What follows belongs to an exercise in optimizing a design on an open flow for small area; a production flow would make more cautious choices. The RTL was checked by simulation tests, not by an equivalence proof against the original design. Power figures rest on the tool's default switching activity, not on a simulated workload.

==> build 39: inputs <==
==> flow/design.v <==
module Decoder(Selector, WriAdd, WriEn, Clock);
input [4:0] WriAdd;
input WriEn, Clock;
output [31:0] Selector;
reg       En;
reg [4:0] Add;
always @(posedge Clock)
begin
	En  <= WriEn;
	Add <= WriAdd;
end
assign Selector = {31'b0, En} << Add;
endmodule
module CompArchReg(R, DataI, Clock, EnWri);
input Clock, EnWri;
input [31:0] DataI;
output reg [31:0] R;
always @(posedge Clock)
	if (EnWri)
		R <= DataI;
endmodule
module Multiplex(R, ReadAdd, Output, Clock);
input [1023:0] R;
input [4:0] ReadAdd;
input Clock;
output reg [31:0] Output;
wire [31:0] Sel = 32'b1 << ReadAdd;
wire [31:0] Out;
genvar b, i;
generate
for (b = 0; b < 32; b = b + 1) begin : g_bit
	wire [31:0] col;
	for (i = 0; i < 32; i = i + 1) begin : g_col
		assign col[i] = R[32*i + b];
	end
	MuxBit mb (col, Sel, Out[b]);
end
endgenerate
always @(posedge Clock)
	Output <= Out;
endmodule
module MuxBit(D, Sel, O);
input [31:0] D, Sel;
output O;
wire [10:0] n;
genvar g;
generate
for (g = 0; g < 10; g = g + 1) begin : g_grp
	AndOr3 ao (D[3*g +: 3], Sel[3*g +: 3], n[g]);
end
endgenerate
assign n[10] = ~(D[30] & Sel[30] | D[31] & Sel[31]);
assign O = ~&n;
endmodule
module AndOr3(D, S, N);
input [2:0] D, S;
output N;
assign N = ~(D[0] & S[0] | D[1] & S[1] | D[2] & S[2]);
endmodule
module Register(Clock, Reset, EnWri, WriAdd, DataI, ReadA, ReadB, DataA, DataB);
input Clock, Reset, EnWri;
input [31:0] DataI;
input [4:0] WriAdd, ReadA, ReadB;
output [31:0] DataA, DataB;
wire [31:0] Selector;
wire [1023:0] Rall;
Decoder Dec (Selector, WriAdd, EnWri, Clock);
wire [31:0] DataW = DataI & {32{~Reset}};
genvar i;
generate
for (i = 0; i < 32; i = i + 1) begin : g_reg
	CompArchReg Reg (Rall[32*i +: 32], DataW, Clock, Selector[i] | Reset);
end
endgenerate
Multiplex MulA (Rall, ReadA, DataA, Clock);
Multiplex MulB (Rall, ReadB, DataB, Clock);
endmodule
==> flow/run.sh <==
#!/bin/bash
# synth_recipe.tcl (not shown) runs the flow's synth.tcl, then flattens the netlist and writes it again
# the make line also repeats each setting of config.mk as NAME=value (left out here)
make -C /OpenROAD-flow-scripts/flow DESIGN_CONFIG=/design/flow/config.mk WORK_HOME=/design/flow/orfs CLKGATE_MAP_FILE= SYNTH_SCRIPT=/design/flow/synth_recipe.tcl finish
==> flow/config.mk <==
export PLATFORM = sky130hd
export DESIGN_NAME = Register
export DESIGN_NICKNAME = Register
export VERILOG_FILES = /design/flow/design.v
export SDC_FILE = /design/flow/constraint.sdc
export NUM_CORES = 4
export LEC_CHECK = 0
export CAP_MARGIN = 20
export CORE_MARGIN = 2
export CORE_UTILIZATION = 40
export SLEW_MARGIN = 20
export SYNTH_HIERARCHICAL = 1
==> flow/constraint.sdc <==
create_clock -name core_clock -period 5.0 [get_ports {Clock}]
set_input_delay 1.0000 -clock core_clock [delete_from_list [all_inputs] [get_ports {Clock}]]
set_output_delay 1.0000 -clock core_clock [all_outputs]
set_load 0.01 [all_outputs]
==> inputs of trial 82, as changes to build 39 <==
==> flow/design.v (replaced) <==
module Decoder(Selector, WriAdd, WriEn, Reset, Clock);
input [4:0] WriAdd;
input WriEn, Reset, Clock;
output [31:0] Selector;
reg       En;
reg [4:0] Add;
always @(posedge Clock)
begin
	En  <= WriEn;
	Add <= WriAdd;
end
wire [7:0] Hi = ({7'b0, En} << Add[4:2]) | {8{Reset}};
wire [3:0] Lo = ({3'b0, 1'b1} << Add[1:0]) | {4{Reset}};
OneHot Oh (Hi, Lo, Selector);
endmodule
module OneHot(Hi, Lo, Sel);
input [7:0] Hi;
input [3:0] Lo;
output [31:0] Sel;
genvar j, k;
generate
for (j = 0; j < 8; j = j + 1) begin : g_hi
	for (k = 0; k < 4; k = k + 1) begin : g_lo
		wire n;
		Nand2 a (Hi[j], Lo[k], n);
		Inv d (n, Sel[4*j + k]);
	end
end
endgenerate
endmodule
module Nand2(A, B, Y);
input A, B;
output Y;
assign Y = ~(A & B);
endmodule
module Inv(A, Y);
input A;
output Y;
assign Y = ~A;
endmodule
module CompArchReg(R, DataI, Clock, EnWri);
input Clock, EnWri;
input [31:0] DataI;
output reg [31:0] R;
always @(posedge Clock)
	if (EnWri)
		R <= DataI;
endmodule
module Multiplex(Rn, ReadAdd, Output, Clock);
input [1023:0] Rn;
input [4:0] ReadAdd;
input Clock;
output reg [31:0] Output;
wire [7:0] Hi = {7'b0, 1'b1} << ReadAdd[4:2];
wire [3:0] Lo = {3'b0, 1'b1} << ReadAdd[1:0];
wire [31:0] Sel;
wire [31:0] Out;
OneHot Oh (Hi, Lo, Sel);
genvar b, i;
generate
for (b = 0; b < 32; b = b + 1) begin : g_bit
	wire [31:0] col;
	for (i = 0; i < 32; i = i + 1) begin : g_col
		assign col[i] = Rn[32*i + b];
	end
	MuxBit mb (col, Sel, Out[b]);
end
endgenerate
always @(posedge Clock)
	Output <= Out;
endmodule
module MuxBit(Dn, Sel, O);
input [31:0] Dn, Sel;
output O;
wire [10:0] n;
wire [2:0] m;
genvar g;
generate
for (g = 0; g < 10; g = g + 1) begin : g_grp
	AndOr3 ao (Dn[3*g +: 3], Sel[3*g +: 3], n[g]);
end
endgenerate
AndOr2 ao10 (Dn[31:30], Sel[31:30], n[10]);
Nand4 c0 (n[3:0], m[0]);
Nand4 c1 (n[7:4], m[1]);
Nand3 c2 (n[10:8], m[2]);
Nor3 c3 (m, O);
endmodule
module AndOr3(D, S, N);
input [2:0] D, S;
output N;
assign N = ~(D[0] & S[0] | D[1] & S[1] | D[2] & S[2]);
endmodule
module AndOr2(D, S, N);
input [1:0] D, S;
output N;
assign N = ~(D[0] & S[0] | D[1] & S[1]);
endmodule
module Nand4(A, Y);
input [3:0] A;
output Y;
assign Y = ~&A;
endmodule
module Nand3(A, Y);
input [2:0] A;
output Y;
assign Y = ~&A;
endmodule
module Nor3(A, Y);
input [2:0] A;
output Y;
assign Y = ~|A;
endmodule
module Register(Clock, Reset, EnWri, WriAdd, DataI, ReadA, ReadB, DataA, DataB);
input Clock, Reset, EnWri;
input [31:0] DataI;
input [4:0] WriAdd, ReadA, ReadB;
output [31:0] DataA, DataB;
wire [31:0] Selector;
wire [1023:0] Rn;
Decoder Dec (Selector, WriAdd, EnWri, Reset, Clock);
wire ResetN = ~Reset;
wire [31:0] DataN;
Nand2Vec Wd (DataI, ResetN, DataN);
genvar i;
generate
for (i = 0; i < 32; i = i + 1) begin : g_reg
	CompArchReg Reg (Rn[32*i +: 32], DataN, Clock, Selector[i]);
end
endgenerate
Multiplex MulA (Rn, ReadA, DataA, Clock);
Multiplex MulB (Rn, ReadB, DataB, Clock);
endmodule
module Nand2Vec(A, B, Y);
input [31:0] A;
input B;
output [31:0] Y;
assign Y = ~(A & {32{B}});
endmodule
==> flow/flow/run.sh (new file) <==
#!/bin/bash
# Standard ORFS layout, changed in three places:
#  - synthesis buffers are removed at floorplan and port buffers are the
#    smallest buffer;
#  - after global placement, flow/size.tcl sizes the gates to their loads
#    (instead of leaving it all to repair_design's buffering);
#  - clock tree synthesis uses clkbuf_8 with larger sink clusters and no
#    dummy loads.
set -euo pipefail
export REMOVE_ABC_BUFFERS=1
export BUFFER_PORTS_ARGS="-buffer_cell sky130_fd_sc_hd__buf_1"
export CTS_ARGS="-sink_clustering_enable -repair_clock_nets -dont_use_dummy_load -buf_list {sky130_fd_sc_hd__clkbuf_8} -sink_clustering_size 18 -sink_clustering_max_diameter 60"
export RESULTS=$PWD/orfs/results/sky130hd/Register/base
bash standard.sh $RESULTS/3_3_place_gp.odb > standard_place.log 2>&1
openroad -no_init -exit flow/size.tcl > size.log 2>&1
bash standard.sh > standard_finish.log 2>&1
==> flow/flow/size.tcl (new file) <==
# Gate sizing after global placement: every combinational cell to the
# smallest of its family, then drivers up until their nets' slew is in range.
set P $::env(FLOW_HOME)/platforms/sky130hd
set R $::env(RESULTS)
read_liberty $P/lib/sky130_fd_sc_hd__tt_025C_1v80.lib
read_db $R/3_3_place_gp.odb
read_sdc $R/2_floorplan.sdc
source $P/setRC.tcl
source [file dirname [info script]]/size_lib.tcl
estimate_parasitics -placement
report_design_area
size_pass 1.1
report_design_area
estimate_parasitics -placement
report_check_types -max_slew -max_capacitance -violators
write_db $R/3_3_place_gp.odb
==> flow/flow/size_lib.tcl (new file) <==
# Resize combinational cells: first everything to the smallest cell of its
# family, then drivers up only as far as their nets' slew needs.
proc size_pass {target} {
  set lib [lindex [get_libs *] 0]
  set fam [dict create]
  foreach lc [get_lib_cells */*] {
    set n [get_name $lc]
    if {[regexp {^(sky130_fd_sc_hd__[a-z0-9]+)_([0-9]+)$} $n -> base sz]} {
      if {[string match "*lpflow*" $n] || [string match "*probe*" $n]} continue
      dict lappend fam $base [list $n [get_property $lc area] $sz]
    }
  }
  foreach base [dict keys $fam] {
    dict set fam $base [lsort -real -index 1 [lsort -integer -decreasing -index 2 [dict get $fam $base]]]
  }
  set insts {}
  foreach c [get_cells *] {
    set ref [get_property $c ref_name]
    if {![regexp {^(sky130_fd_sc_hd__[a-z0-9]+)_([0-9]+)$} $ref -> base sz]} continue
    if {[regexp {^sky130_fd_sc_hd__(df|edf|sdf|dl|tap|fill|decap|conb|clkbuf|clkinv)} $ref]} continue
    lappend insts [list $c $base]
  }
  set down 0
  foreach ib $insts {
    lassign $ib c base
    set small [lindex [dict get $fam $base] 0 0]
    if {[get_property $c ref_name] ne $small} { replace_cell $c $small; incr down }
  }
  puts "downsized $down"
  for {set pass 0} {$pass < 3} {incr pass} {
    set up 0
    foreach ib $insts {
      lassign $ib c base
      set outs [get_pins -of_objects $c -filter "direction == output"]
      if {[llength $outs] == 0} continue
      set opts [dict get $fam $base]
      set ref [get_property $c ref_name]
      set i 0
      foreach o $opts { if {[lindex $o 0] eq $ref} break; incr i }
      while 1 {
        set worst 0
        foreach o $outs {
          set net [get_nets -of_objects $o]
          foreach p [get_pins -of_objects $net] {
            set s [get_property $p slew_max]
            if {$s > $worst} { set worst $s }
          }
        }
        if {$worst <= $target || $i >= [llength $opts] - 1} break
        incr i
        replace_cell $c [lindex $opts $i 0]
        incr up
      }
    }
    puts "pass $pass upsized $up"
    if {$up == 0} break
  }
}
==> flow/standard.sh (new file) <==
#!/bin/bash
# synth_recipe.tcl (not shown) runs the flow's synth.tcl, then flattens the netlist and writes it again
# the make line also repeats each setting of config.mk as NAME=value (left out here)
make -C /OpenROAD-flow-scripts/flow DESIGN_CONFIG=/design/flow/config.mk WORK_HOME=/design/flow/orfs CLKGATE_MAP_FILE= SYNTH_SCRIPT=/design/flow/synth_recipe.tcl "${@:-finish}"
==> flow/config.mk (replaced) <==
export PLATFORM = sky130hd
export DESIGN_NAME = Register
export DESIGN_NICKNAME = Register
export VERILOG_FILES = /design/flow/design.v
export SDC_FILE = /design/flow/constraint.sdc
export NUM_CORES = 4
export LEC_CHECK = 0
export CAP_MARGIN = 10
export CORE_MARGIN = 2
export CORE_UTILIZATION = 45
export GPL_TIMING_DRIVEN = 0
export SLEW_MARGIN = 10
export SYNTH_HIERARCHICAL = 1
removed: flow/run.sh
==> run summary <==
Max Fclk: trial 82 330 MHz; build 39 273 MHz
Layout clock buffer count: trial 82 81; build 39 145
Area delta synth->final: trial 82 5.88%; build 39 18.6%
Power per cell area: trial 82 373 nW/um^2; build 39 416 nW/um^2
Critical path destination: trial 82 MulB.Output[21]; build 39 MulA.Output[4]
Met1 usage: trial 82 38.5%; build 39 38.5%
GP Congestion: trial 82 0.884; build 39 0.936
Post-DP Area: trial 82 43700 um^2; build 39 46200 um^2
Share of synthesized cell area in and, or, nand and nor gates: trial 82 5.75%; build 39 6.69%
Cell Int Power: trial 82 12.5 mW; build 39 15.9 mW
Count of mapped cells out of synthesis: trial 82 2324; build 39 2266
Synthesized-area fraction occupied by ao, oa, aoi and oai cells: trial 82 17.3%; build 39 16.6%
Final non-clock buffer share: trial 82 0.947%; build 39 4.29%
Outcome: trial 82 no timing/DRC/antenna violations; build 39 no timing/DRC/antenna violations
Vias in the first global route: trial 82 29100; build 39 29100
Final Worst Setup Slack: trial 82 1.97 ns; build 39 1.33 ns
Max Fanout on Critical Path: trial 82 32; build 39 18
Pre-Repair DR Iteration Count: trial 82 13; build 39 14
Global Route Usage Sum: trial 82 30.2%; build 39 28.1%
Total standard cell area after synthesis: trial 82 42300 um^2; build 39 42000 um^2
Filler cell count: trial 82 7754; build 39 8527
Detailed-placement wirelength estimate: trial 82 76900 um; build 39 93200 um
Core Util, Final: trial 82 48.1%; build 39 48.0%

[static timing again, ports no longer ideal]
The flow's constraints put no driver on any port. The routed layouts listed below were extracted and timed again, unchanged, in two steps. Step 1, drivers: a clkbuf_16 drives Clock and a buf_2 each remaining input, both assumed. Step 2 moves the port delays by t, midway between the first and last clock arrival at a register: inputs arrive t later, outputs are due t later. That takes back most of the time a late clock gives input paths. Three values: ideal ports, drivers, drivers and shift; two values: the first two.
run | t, ns | slack for setup (ns) | hold slack, ns | worst data-port slew with drivers (ns)
build 39 | 0.748 | 1.331 / 1.364 / 0.616 | 0.596 / 0.596 / 0.596 | 0.04
trial 82 | 0.811 | 1.974 / 1.988 / 1.177 | 0.334 / 0.292 / 0.540 | 0.14
After both steps every run listed still meets setup and hold. For trial 82, which loses most, drivers alone change the setup slack by +0.014 ns; drivers and shift together by -0.797 ns.
